What follows belongs to an exercise in optimizing a design on an open flow for small area and a short achievable clock period; a production flow would make more cautious choices. Function was checked by simulation only, so behaviour that the tests miss may differ from the original. Power is estimated from default activity; no workload was simulated.

## run 1
// PID_CONTROLLER
module PID_CONTROLLER(clk,rst,clk_adc,clk_dac,pwm_high,pwm_low,adc_data,dac_data,Q_load,Q_L_R_tran);
Size: ~110 flip-flops, about 30 I/O pins.
==> flow/config.mk <==
export PLATFORM = sky130hd
export DESIGN_NAME = PID_CONTROLLER
export DESIGN_NICKNAME = PID_CONTROLLER
export VERILOG_FILES = /design/flow/design.v
export SDC_FILE = /design/flow/constraint.sdc
export NUM_CORES = 4
export LEC_CHECK = 0
export CAP_MARGIN = 20
export CORE_MARGIN = 2
export CORE_UTILIZATION = 40
export CTS_BUF_LIST = sky130_fd_sc_hd__clkbuf_8
export SETUP_SLACK_MARGIN = 5
export SLEW_MARGIN = 20
==> flow/constraint.sdc <==
create_clock -name core_clock -period 10.0 [get_ports {clk}]
set_input_delay 2.0000 -clock core_clock [delete_from_list [all_inputs] [get_ports {clk}]]
set_output_delay 2.0000 -clock core_clock [all_outputs]
set_load 0.01 [all_outputs]
run.sh (not shown) runs the stock make flow with config.mk's settings and CLKGATE_MAP_FILE= SYNTH_SCRIPT=/design/flow/synth_recipe.tcl, a recipe that flattens the netlist after the stock synthesis.
The final layout from run 1, which completed every stage, passed the timing, design-rule and antenna checks at the end of the flow.
### run 1 -> run 2
Settings: clearing CTS_BUF_LIST, which used to be sky130_fd_sc_hd__clkbuf_8; swapping 40 for 60 in CORE_UTILIZATION.
--- outcome ---
- Compared with run 1, run 2 shows wire length on met2 that has gone up by a few percent.
- Run 2: done, clean on timing, DRC and antenna
- | via count | run 2 vs run 1 | ≈ equal |
- Data arrival time of the critical path ends up lower on run 1.
- Of the two values seen for capture point of the critical path, u2.y0r[11]$_DFFE_PP_ was produced by run 2 and u2.y0r[10]$_DFFE_PP_ by run 1.
Setup changes, run 2 to run 3
Settings: changing CORE_UTILIZATION from 60 to 40; removing SETUP_SLACK_MARGIN (formerly 5); setting CTS_BUF_LIST to sky130_fd_sc_hd__clkbuf_8 for the first time.
==> flow/flow/run.sh (new file) <==
#!/bin/bash
set -euo pipefail
export SETUP_SLACK_MARGIN=5.65
bash standard.sh > standard.log 2>&1
==> flow/standard.sh (new file) <==
#!/bin/bash
# synth_recipe.tcl (not shown) runs the flow's synth.tcl, then flattens the netlist and writes it again
# the make line also repeats each setting of config.mk as NAME=value (left out here)
make -C /OpenROAD-flow-scripts/flow DESIGN_CONFIG=/design/flow/config.mk WORK_HOME=/design/flow/orfs CLKGATE_MAP_FILE= SYNTH_SCRIPT=/design/flow/synth_recipe.tcl "${@:-finish}"
removed: flow/run.sh
==> results.txt <==
Multi-input logic cell count across run 3 and run 2: no real change. In run 3 the internal power contribution turned out 9.1% higher than in run 2. The power in run 3 is 1.08 times that in run 2. Going from run 2 to run 3, the routed wire length was found to have gone up by 7.1%. Final cell count for run 3: 95 up relative to run 2.
--- input diff run 3..run 4 ---
Settings: CORE_UTILIZATION: 40 -> 60.
-- flow/flow/run.sh --
<<< run 3, line 3
export SETUP_SLACK_MARGIN=5.65
>>> run 4, line 3
export SETUP_SLACK_MARGIN=5.5
Results
Relative to run 3, via count of the first global-routing pass has increased by 5.0% in run 4. Combinational fraction of design power for run 4 is lower than for run 3. Compared with run 3, in run 4 area used by multi-input combinational logic shrank by about 2.4%; placement row count shows a reduction of 9; non-clock buffer count +5; number of non-filler instances in the completed layout decreased by 76 relative to the old numbers. [run 4] global-route usage rose 9.0 points relative to run 3. Taking run 3 as the reference, in run 4 final area saw a decrease; via count higher; worst setup slack higher; horizontal die dimension went down.


## indigo
Starting RTL as in the previous note.
Design PID_CONTROLLER, start of the top module:
module PID_CONTROLLER(clk,rst,clk_adc,clk_dac,pwm_high,pwm_low,adc_data,dac_data,Q_load,Q_L_R_tran);
Settings: LEC_CHECK=0, CAP_MARGIN=20, CORE_MARGIN=2, CORE_UTILIZATION=40, SETUP_SLACK_MARGIN=5, SLEW_MARGIN=20; clock period 10.0 ns.
Stock flow here: none of the scripts above is used.
For yarrow, these inputs were changed with respect to indigo:
==> flow/flow/run.sh (new file) <==
#!/bin/bash
set -euo pipefail
export SETUP_SLACK_MARGIN=5.5
bash standard.sh > standard.log 2>&1
==> flow/standard.sh (new file) <==
#!/bin/bash
# synth_recipe.tcl (not shown) runs the flow's synth.tcl, then flattens the netlist and writes it again
# the make line also repeats each setting of config.mk as NAME=value (left out here)
make -C /OpenROAD-flow-scripts/flow DESIGN_CONFIG=/design/flow/config.mk WORK_HOME=/design/flow/orfs CLKGATE_MAP_FILE= SYNTH_SCRIPT=/design/flow/synth_recipe.tcl "${@:-finish}"
-- flow/config.mk --
<<< indigo, line 11
export SETUP_SLACK_MARGIN = 5
>>> yarrow, line 11
export CTS_BUF_LIST = sky130_fd_sc_hd__clkbuf_8
export GPL_TIMING_DRIVEN = 0
removed: flow/run.sh
## What came out
From yarrow to indigo, number of clock sinks did not move at all. Non-clock buffer count up 43 in yarrow wrt indigo. Looking at arrival time of data at the critical path endpoint, yarrow sits below indigo. Multi-input combinational gate total of indigo is on par with yarrow. yarrow vs. indigo: met3 track utilization from global routing moved down, setup slack on the worst flop-to-flop path went up, total wire length after detailed routing now sits higher, worst hold-check slack went up by 0.0074 ns, via count has increased.
> inputs changed (yarrow -> zinc)
-- flow/config.mk --
<<< yarrow, line 12
export GPL_TIMING_DRIVEN = 0
>>> zinc, line 12
### Flow results
The met3 layer wire length in the routed design in zinc is 0.809 times that in yarrow. Comparing yarrow and zinc, wire length is lower on zinc. Final cycle utilization of the critical path is higher on yarrow. Fraction of power consumed by combinational cells was lower in the run labelled zinc. Between zinc and yarrow, it is zinc whose utilization of the core after routing is lower, by 1.5 points.
For violet, these inputs were changed with respect to zinc:
-- flow/config.mk --
<<< zinc, line 11
export CTS_BUF_LIST = sky130_fd_sc_hd__clkbuf_8
>>> violet, line 11
Notes after the runs:
- [violet vs zinc] required time reported for the critical path endpoint: lower in violet
- Delta (violet minus zinc): number of clock-tree buffers in the layout went up 1, net switching power of the design went down 0.99%, setup clock skew after layout went down 0.0052 ns, power went up 0.064 mW, power density over the cells went up 6.0 nW/um^2.
- The final layout from violet, which completed every stage, passed the timing, design-rule and antenna checks at the end of the flow.
- zinc and violet ended up with roughly the same number of vias after detailed routing.
- Per the comparison of violet with zinc, wire length of the first global-routing pass +0.39%, area fraction of clock buffers and clock inverters higher.
- zinc has higher part of the power in combinational logic than violet.
- violet vs zinc, worst setup path startpoint: Q_L_R_tran vs u1.t[1]
- Total wirelength of the detailed-routed design improves in violet relative to zinc.
The inputs of willow differ from those of violet as listed below.
-- flow/config.mk --
<<< violet, line 11
>>> willow, line 11
export CTS_BUF_LIST = sky130_fd_sc_hd__clkbuf_8
export PLACE_DENSITY = 0.6
--- outcome ---
[compare] base=violet new=willow: fmax higher; minimum clock period after layout lower; wire length of the first global-routing pass lower; cell area lower. Taking violet as the reference point, the total global-route track usage of willow falls by 0.16 points. In the flow results for willow and violet, the met1 demand-to-capacity share in global routing is larger on violet. Met1 wire length: willow vs violet, no meaningful difference. Share of power burned in combinational logic (willow over violet): increase, 2.7 points. In willow the share of cell area taken by flip-flops and latches turned out 0.33 points higher than in violet. Share of the cycle needed by the critical path after routing was higher in violet than in willow. Setup slack: willow more than violet.
### willow -> nickel
==> flow/run.sh (new file) <==
#!/bin/bash
# synth_recipe.tcl (not shown) runs the flow's synth.tcl, then flattens the netlist and writes it again
# the make line also repeats each setting of config.mk as NAME=value (left out here)
make -C /OpenROAD-flow-scripts/flow DESIGN_CONFIG=/design/flow/config.mk WORK_HOME=/design/flow/orfs CLKGATE_MAP_FILE= SYNTH_SCRIPT=/design/flow/synth_recipe.tcl finish
-- flow/config.mk --
<<< willow, line 11
export CTS_BUF_LIST = sky130_fd_sc_hd__clkbuf_8
export PLACE_DENSITY = 0.6
>>> nickel, line 11
export CTS_BUF_LIST = sky130_fd_sc_hd__clkbuf_4 sky130_fd_sc_hd__clkbuf_8
export SETUP_SLACK_MARGIN = 5
removed: flow/flow/run.sh
removed: flow/standard.sh
Relative to willow, count of clock buffers in the final design increased by 1 in nickel. Count of instances resized after the clock tree is built: nickel and willow compared, higher one is willow. Global-route usage, nickel and willow: larger value in willow.

[static timing again, ports no longer ideal]
How much do the figures lean on ideal ports? The routed layouts below were timed once more, with nothing changed but the port constraints. Step 1: set_driving_cell puts a clkbuf_16 on clk and a buf_2 on each other input, an assumption about the parent block. Step 2 also shifts input and output timing later by t, the mid clock arrival at the registers, as if the neighbouring blocks saw the same clock. a / b / c = no drivers / after step 1 / after step 2; a / b = the first two.
run	t (ns)	slack for setup (ns)	worst setup path after step 2
run 1	0.422	5.111 / 5.114 / 4.692	input to register
run 2	0.430	5.105 / 5.116 / 4.685	input to register
run 3	0.427	5.474 / 5.470 / 5.042	input to register
run 4	0.426	5.478 / 5.476 / 5.050	input to register
indigo	0.396	5.142 / 5.161 / 4.765	input to register
yarrow	0.424	5.432 / 5.430 / 5.005	input to register
zinc	0.427	5.524 / 5.487 / 5.113	input to register
violet	0.393	5.454 / 5.433 / 5.040	input to register
willow	0.427	5.524 / 5.487 / 5.113	input to register
nickel	0.422	5.111 / 5.114 / 4.692	input to register
After both steps setup and hold are still met in every run listed. For run 3, which loses most, drivers alone change the setup slack by -0.004 ns; drivers and shift together by -0.432 ns.
